Context: an optimization exercise on an open-source flow, tuned for small area. The choices shown serve that exercise and are no tape-out recipe. The RTL was checked by simulation tests, not by an equivalence proof against the original design. Power and IR drop assume default switching activity.

## cmd_server
module cmd_server(
    input               SYS_CLK,
    input               SYS_RST,
    input               PULSE_2KHZ,
    input       [31:0]  OPB_DI,
    output      [31:0]  OPB_DO,
    output      [31:0]  OPB_ADDR,
    output              OPB_RE,
    output              OPB_WE,
    output              UART_TXD,
    input               UART_RXD
);
export LEC_CHECK = 0
export CAP_MARGIN = 20
export CORE_MARGIN = 2
export CORE_UTILIZATION = 60
export SLEW_MARGIN = 20
create_clock -name core_clock -period 10.0 [get_ports {SYS_CLK}]
standard.sh (not shown) runs the stock make flow with config.mk's settings and CLKGATE_MAP_FILE= SYNTH_SCRIPT=/design/flow/synth_recipe.tcl, a recipe that flattens the netlist after the stock synthesis.
==> flow/flow/run.sh <==
#!/bin/bash
# Own layout flow: the standard flow (standard.sh, unchanged synthesis), with
# - port buffers of the smallest buffer cell (buf_1) instead of the default pick;
# - a clock tree of clkbuf_4 buffers without dummy loads.
# Each tool's full output is in the ORFS logs under orfs/logs; make's own output in flow_make.log.
set -euo pipefail
bash standard.sh \
  "BUFFER_PORTS_ARGS=-buffer_cell sky130_fd_sc_hd__buf_1" \
  "CTS_ARGS=-sink_clustering_enable -sink_clustering_size 40 -sink_clustering_max_diameter 300 -sink_clustering_levels 1 -repair_clock_nets -buf_list sky130_fd_sc_hd__clkbuf_8 -dont_use_dummy_load" \
  finish > flow_make.log 2>&1
Rerun with:
==> flow/run.sh (new file) <==
#!/bin/bash
# synth_recipe.tcl (not shown) runs the flow's synth.tcl, then flattens the netlist and writes it again
# the make line also repeats each setting of config.mk as NAME=value (left out here)
make -C /OpenROAD-flow-scripts/flow DESIGN_CONFIG=/design/flow/config.mk WORK_HOME=/design/flow/orfs CLKGATE_MAP_FILE= SYNTH_SCRIPT=/design/flow/synth_recipe.tcl finish
--- a/flow/config.mk
+++ b/flow/config.mk
@@ -8,4 +8,4 @@
 export CAP_MARGIN = 20
 export CORE_MARGIN = 2
-export CORE_UTILIZATION = 60
+export CORE_UTILIZATION = 40
 export SLEW_MARGIN = 20
removed: flow/flow/run.sh
removed: flow/standard.sh
Outcome: The changed run produced a clean layout; critical path depth is unchanged; final area increases by 19%; area after synthesis is unchanged; global-route usage decreases by 5.0 points; worst setup slack loses 770 ps.
Rerun with:
--- a/flow/config.mk
+++ b/flow/config.mk
@@ -8,4 +8,8 @@
 export CAP_MARGIN = 20
 export CORE_MARGIN = 2
-export CORE_UTILIZATION = 40
+export CORE_UTILIZATION = 75
+export CTS_BUF_LIST = sky130_fd_sc_hd__clkbuf_4
+export CTS_CLUSTER_DIAMETER = 100
+export CTS_CLUSTER_SIZE = 40
+export PLACE_DENSITY = 0.85
 export SLEW_MARGIN = 20
The changed run did not get past global placement (3_3_place_gp).
Area after synthesis is unchanged.
Synthesized cell count is unchanged.
Rerun with:
--- a/flow/config.mk
+++ b/flow/config.mk
@@ -8,8 +8,5 @@
 export CAP_MARGIN = 20
 export CORE_MARGIN = 2
-export CORE_UTILIZATION = 75
+export CORE_UTILIZATION = 60
 export CTS_BUF_LIST = sky130_fd_sc_hd__clkbuf_4
-export CTS_CLUSTER_DIAMETER = 100
-export CTS_CLUSTER_SIZE = 40
-export PLACE_DENSITY = 0.85
 export SLEW_MARGIN = 20
Effect: Now the flow finished with timing, DRC and antenna clean. Synthesized area stays the same. Synthesized cell count is unchanged.
Rerun with:
==> flow/flow/run.sh (new file) <==
#!/bin/bash
# Own layout flow: the standard flow (standard.sh, unchanged synthesis), with
# - port buffers of the smallest buffer cell (buf_1) instead of the default pick;
# - a clock tree of clkbuf_4 buffers without dummy loads.
# Each tool's full output is in the ORFS logs under orfs/logs; make's own output in flow_make.log.
set -euo pipefail
bash standard.sh \
  "BUFFER_PORTS_ARGS=-buffer_cell sky130_fd_sc_hd__buf_1" \
  "CTS_ARGS=-sink_clustering_enable -repair_clock_nets -buf_list sky130_fd_sc_hd__clkbuf_4 -dont_use_dummy_load" \
  finish > flow_make.log 2>&1
==> flow/standard.sh (new file) <==
#!/bin/bash
# synth_recipe.tcl (not shown) runs the flow's synth.tcl, then flattens the netlist and writes it again
# the make line also repeats each setting of config.mk as NAME=value (left out here)
make -C /OpenROAD-flow-scripts/flow DESIGN_CONFIG=/design/flow/config.mk WORK_HOME=/design/flow/orfs CLKGATE_MAP_FILE= SYNTH_SCRIPT=/design/flow/synth_recipe.tcl "${@:-finish}"
--- a/flow/config.mk
+++ b/flow/config.mk
@@ -9,4 +9,3 @@
 export CORE_MARGIN = 2
 export CORE_UTILIZATION = 60
-export CTS_BUF_LIST = sky130_fd_sc_hd__clkbuf_4
 export SLEW_MARGIN = 20
removed: flow/run.sh
What happened: The changed run finished clean; combinational power went down by about 22%; area after synthesis is unchanged; clock power drops by about 32%.

* * *

The RTL this note starts from:
==> flow/design.v <==
`timescale 1ns/100ps
module cmd_server(
    input               SYS_CLK,
    input               SYS_RST,
    input               PULSE_2KHZ,
    input       [31:0]  OPB_DI,
    output      [31:0]  OPB_DO,
    output      [31:0]  OPB_ADDR,
    output              OPB_RE,
    output              OPB_WE,
    output              UART_TXD,
    input               UART_RXD
);
    reg  [4:0]  c_lo;
    reg  [4:0]  c_hi;
    wire        lo_end  = &c_lo;
    wire        hi_last = c_hi[4] & c_hi[3] & c_hi[1];      
    wire        bit_end = lo_end & hi_last;
    always @(posedge SYS_CLK or posedge SYS_RST) begin
        if (SYS_RST) begin
            c_lo <= 5'd0;
            c_hi <= 5'd0;
        end else begin
            c_lo <= c_lo + 5'd1;
            if (lo_end)
                c_hi <= hi_last ? 5'd0 : c_hi + 5'd1;
        end
    end
    reg         pulse_q;
    always @(posedge SYS_CLK)
        pulse_q <= PULSE_2KHZ;
    wire        tick = PULSE_2KHZ & ~pulse_q;
    reg  [3:0]  rx_ph;
    reg  [3:0]  rx_byte;
    reg         rx_sel;
    reg         typ;             
    reg         bad;
    reg  [7:0]  tcnt;
    wire        rx_idle  = (rx_ph == 4'd14);
    wire        rx_data  = ~rx_ph[3];
    wire        win      = rx_sel ? (c_hi == 5'd0) : (c_hi == 5'd13);
    wire        win_end  = win & lo_end;
    wire        in_hdr   = (rx_byte == 4'd15);
    wire        in_tail  = (rx_byte == 4'd8);
    wire [7:0]  HDR      = 8'h5A;
    wire        mism     = (rx_ph[2:0] == 3'd0) ? (in_tail & (UART_RXD == typ))
                                                : (UART_RXD ^ HDR[rx_ph[2:0]] ^ in_tail);
    wire        bad_now  = bad | ((in_hdr | in_tail) & mism);
    wire        byte_end = win_end & (rx_ph == 4'd7);
    wire        tmo      = tcnt[7] & tcnt[6] & tcnt[3];     
    wire        fire     = byte_end & in_tail & ~bad_now;
    always @(posedge SYS_CLK or posedge SYS_RST) begin
        if (SYS_RST) begin
            rx_ph   <= 4'd14;
            rx_byte <= 4'd15;
        end else begin
            if (rx_idle) begin
                if (!UART_RXD)
                    rx_ph <= 4'd15;
            end else if (win_end) begin
                rx_ph <= (rx_ph == 4'd8) ? 4'd14 : rx_ph + 4'd1;
            end
            if (tmo)
                rx_byte <= 4'd15;
            else if (byte_end) begin
                if (in_hdr)
                    rx_byte <= bad_now ? 4'd14 : 4'd0;
                else if (in_tail)
                    rx_byte <= 4'd15;
                else if (rx_byte != 4'd14)
                    rx_byte <= rx_byte + 4'd1;
            end
        end
    end
    always @(posedge SYS_CLK) begin
        if (rx_idle && !UART_RXD)
            rx_sel <= (c_hi >= 5'd7) && (c_hi <= 5'd20);
        if (win_end) begin
            if (rx_ph == 4'd15)
                bad <= 1'b0;
            else if (rx_data)
                bad <= bad_now;
            if (in_hdr && rx_ph == 4'd0)
                typ <= UART_RXD;
        end
        if (in_hdr)
            tcnt <= 8'd0;
        else if (tick)
            tcnt <= tcnt + 8'd1;
    end
    assign OPB_WE = fire & ~typ;
    assign OPB_RE = fire & typ;
    reg         re_d;
    always @(posedge SYS_CLK)
        re_d <= OPB_RE;
    reg  [3:0]  tx_byte;
    reg  [3:0]  tx_ph;
    reg  [31:0] ra;
    reg  [31:0] rd;
    wire [4:0]  j   = in_hdr ? {tx_byte[1:0], tx_ph[2:0]} : {rx_byte[1:0], rx_ph[2:0]};
    wire        jm  = (c_lo == j);
    wire        wr  = win & jm & rx_data & ~rx_byte[3];
    wire [31:0] a_out;
    wire [31:0] d_out;
    wire [31:0] di_ring;
    genvar g;
    generate
        for (g = 0; g < 32; g = g + 1) begin : map
            localparam integer JO = (62 - g) % 32;
            localparam integer JL = (32 - g) % 32;
            assign a_out[8 * (3 - JO / 8) + JO % 8]   = ra[g];
            assign d_out[8 * (3 - JO / 8) + JO % 8]   = rd[g];
            assign di_ring[g] = OPB_DI[8 * (3 - JL / 8) + JL % 8];
        end
    endgenerate
    assign OPB_ADDR = a_out;
    assign OPB_DO   = d_out;
    always @(posedge SYS_CLK) begin
        ra <= {ra[30:0], (wr & ~rx_byte[2]) ? UART_RXD : ra[31]};
        rd <= {rd[30:0], (wr & rx_byte[2]) ? (UART_RXD & ~typ) : rd[31]} | (di_ring & {32{re_d}});
    end
    reg  [8:0]  pcnt;
    reg         ping_mode;
    reg         ping_pend;
    reg         ans_pend;
    wire        ping_due = tick & ping_mode & (pcnt[7:0] == 8'd249);
    always @(posedge SYS_CLK or posedge SYS_RST) begin
        if (SYS_RST) begin
            pcnt      <= 9'd0;
            ping_mode <= 1'b1;
        end else begin
            if (tick)
                pcnt <= (pcnt == 9'd499) ? 9'd0 : pcnt + 9'd1;
            if (fire)
                ping_mode <= 1'b0;
        end
    end
    reg         src_ping;
    reg         txd;
    reg         pf;
    wire        tx_idle = (tx_byte == 4'd9);
    wire [2:0]  k       = tx_ph[2:0];
    wire        eff_typ = typ & ~src_ping;
    wire [7:0]  TAIL    = 8'hA5;
    reg  [7:0]  ping_b;
    always @(*) begin
        case (tx_byte[2:0])
            3'd0:    ping_b = 8'hAA;
            3'd1:    ping_b = 8'hBB;
            3'd2:    ping_b = 8'hCC;
            3'd3:    ping_b = 8'hDD;
            3'd4:    ping_b = 8'h11;
            3'd5:    ping_b = 8'h22;
            3'd6:    ping_b = 8'h33;
            default: ping_b = 8'h44;
        endcase
    end
    wire        dbit = (tx_byte == 4'd15) ? (HDR[k] | ((k == 3'd0) & eff_typ)) :
                       (tx_byte == 4'd8)  ? (TAIL[k] & ~((k == 3'd0) & eff_typ)) :
                       src_ping           ? ping_b[k] : pf;
    wire        nbit = (tx_ph == 4'd15) ? 1'b0 : tx_ph[3] ? 1'b1 : dbit;
    always @(posedge SYS_CLK)
        if (jm)
            pf <= tx_byte[2] ? rd[31] : ra[31];
    always @(posedge SYS_CLK or posedge SYS_RST) begin
        if (SYS_RST) begin
            tx_byte   <= 4'd9;
            tx_ph     <= 4'd15;
            txd       <= 1'b1;
            ping_pend <= 1'b0;
            ans_pend  <= 1'b0;
        end else begin
            if (ping_due)
                ping_pend <= 1'b1;
            if (fire)
                ans_pend <= 1'b1;
            if (bit_end) begin
                if (tx_idle) begin
                    if (ping_pend || ans_pend) begin
                        tx_byte <= 4'd15;
                        if (ping_pend)
                            ping_pend <= 1'b0;
                        else
                            ans_pend <= 1'b0;
                    end
                end else begin
                    txd <= nbit;
                    if (tx_ph == 4'd8) begin
                        tx_ph   <= 4'd15;
                        tx_byte <= (tx_byte == 4'd8) ? 4'd9 : tx_byte + 4'd1;
                    end else begin
                        tx_ph <= tx_ph + 4'd1;
                    end
                end
            end
        end
    end
    always @(posedge SYS_CLK)
        if (bit_end && tx_idle && (ping_pend || ans_pend))
            src_ping <= ping_pend;
    assign UART_TXD = txd;
endmodule
clock: 10.0 ns
lec_check: 0
cap_margin: 20
core_margin: 2
core_utilization: 60
slew_margin: 20
==> flow/flow/run.sh <==
#!/bin/bash
# Own layout flow: the standard flow (standard.sh, unchanged synthesis), with
# - port buffers of the smallest buffer cell (buf_1) instead of the default pick;
# - a clock tree of clkbuf_4 buffers without dummy loads.
# Each tool's full output is in the ORFS logs under orfs/logs; make's own output in flow_make.log.
set -euo pipefail
bash standard.sh \
  "BUFFER_PORTS_ARGS=-buffer_cell sky130_fd_sc_hd__buf_1" \
  "CTS_ARGS=-sink_clustering_enable -repair_clock_nets -buf_list sky130_fd_sc_hd__clkbuf_8 -sink_clustering_size 40 -sink_clustering_max_diameter 150 -dont_use_dummy_load" \
  finish > flow_make.log 2>&1
Edit:
--- a/flow/flow/run.sh
+++ b/flow/flow/run.sh
@@ -7,4 +7,4 @@
 bash standard.sh \
   "BUFFER_PORTS_ARGS=-buffer_cell sky130_fd_sc_hd__buf_1" \
-  "CTS_ARGS=-sink_clustering_enable -repair_clock_nets -buf_list sky130_fd_sc_hd__clkbuf_8 -sink_clustering_size 40 -sink_clustering_max_diameter 150 -dont_use_dummy_load" \
+  "CTS_ARGS=-sink_clustering_enable -repair_clock_nets -buf_list sky130_fd_sc_hd__clkbuf_4 -sink_clustering_size 25 -sink_clustering_max_diameter 100 -dont_use_dummy_load" \
   finish > flow_make.log 2>&1
CORE_UTILIZATION = 75   (was 60)
The changed run finished clean.
Wire length climbs by 20%.
Global-route usage climbs by 11 points.
Die area drops by 19%.
Clock-buffer cell count does not change.
Setup slack gets better by 0.074 ns.
Design area drops by 2.5%.
Sequential cell count does not change.
First-iteration DRC count climbs by 18%.
Utilization climbs by 15 points.
Critical path depth stays the same.
Edit:
==> flow/run.sh (new file) <==
#!/bin/bash
# synth_recipe.tcl (not shown) runs the flow's synth.tcl, then flattens the netlist and writes it again
# the make line also repeats each setting of config.mk as NAME=value (left out here)
make -C /OpenROAD-flow-scripts/flow DESIGN_CONFIG=/design/flow/config.mk WORK_HOME=/design/flow/orfs CLKGATE_MAP_FILE= SYNTH_SCRIPT=/design/flow/synth_recipe.tcl finish
CORE_UTILIZATION = 65   (was 75)
CTS_BUF_LIST = sky130_fd_sc_hd__clkbuf_8   (was not set)
removed: flow/flow/run.sh
removed: flow/standard.sh
Power goes up by a quarter to a third.
Cell count goes up by a few percent.
Worst setup slack is worse by 0.91 ns.
Non-clock buffer count does not change.
Final area goes up by about a fifth.
First-iteration DRC count goes up by a quarter to a third.
Count of clock-buffer cells in the layout goes up by 2.
Via count goes up slightly.
Edit:
==> flow/flow/run.sh (new file) <==
#!/bin/bash
# Own layout flow: the standard flow (standard.sh, unchanged synthesis), with
# - port buffers of the smallest buffer cell (buf_1) instead of the default pick;
# - a clock tree of clkbuf_4 buffers without dummy loads.
# Each tool's full output is in the ORFS logs under orfs/logs; make's own output in flow_make.log.
set -euo pipefail
bash standard.sh \
  "BUFFER_PORTS_ARGS=-buffer_cell sky130_fd_sc_hd__buf_1" \
  "CTS_ARGS=-repair_clock_nets -buf_list sky130_fd_sc_hd__clkbuf_8 -dont_use_dummy_load" \
  finish > flow_make.log 2>&1
==> flow/standard.sh (new file) <==
#!/bin/bash
# synth_recipe.tcl (not shown) runs the flow's synth.tcl, then flattens the netlist and writes it again
# the make line also repeats each setting of config.mk as NAME=value (left out here)
make -C /OpenROAD-flow-scripts/flow DESIGN_CONFIG=/design/flow/config.mk WORK_HOME=/design/flow/orfs CLKGATE_MAP_FILE= SYNTH_SCRIPT=/design/flow/synth_recipe.tcl "${@:-finish}"
CORE_UTILIZATION = 60   (was 65)
CTS_BUF_LIST = not set   (was sky130_fd_sc_hd__clkbuf_8)
removed: flow/run.sh
Result:
- The new run ran to the end with no violations
- cell area came out lower by about 13%
- die area came out higher by 8.0%
- sequential share of layout area came out higher by 6.3 points
- worst setup slack gets better by 0.84 ns
- combinational power came out lower by 26%
- wire length came out lower by about 28%
- synthesized area does not change
- fmax came out higher by about 15%
- sequential cell count stays the same

static timing again, ports no longer ideal:
How much do the figures lean on ideal ports? The routed layouts below were timed once more, with nothing changed but the port constraints. Step 1 sets driving cells, clkbuf_16 on the clock port and buf_2 on the other inputs (assumed; they add their load-dependent delay and slew). Step 2 times the ports against the registers' clock, not the clock port: input delays grow and output delays shrink by t, the midpoint of the rising clock arrivals with the driver on. Slacks: no drivers / after step 1 / after step 2; pairs: no drivers / after step 1.
run | t (ns) | slack for setup (ns) | worst data-port slew with drivers (ns)
the first run of note 1 | 0.432 | 4.400 / 4.364 / 4.364 | 0.04
the second run of note 1 | 0.446 | 3.631 / 3.609 / 3.609 | 0.05
the fourth run of note 1 | 0.538 | 3.673 / 3.646 / 3.646 | 0.04
the fifth run of note 1 | 0.508 | 4.415 / 4.378 / 4.378 | 0.04
the first run of note 2 | 0.432 | 4.400 / 4.364 / 4.364 | 0.04
the second run of note 2 | 0.524 | 4.475 / 4.451 / 4.451 | 0.05
the third run of note 2 | 0.457 | 3.563 / 3.539 / 3.539 | 0.05
the fourth run of note 2 | 0.432 | 4.400 / 4.364 / 4.364 | 0.04
After both steps every run listed still meets setup and hold. For the fifth run of note 1, which loses most, drivers alone change the setup slack by -0.037 ns; drivers and shift together by -0.037 ns.
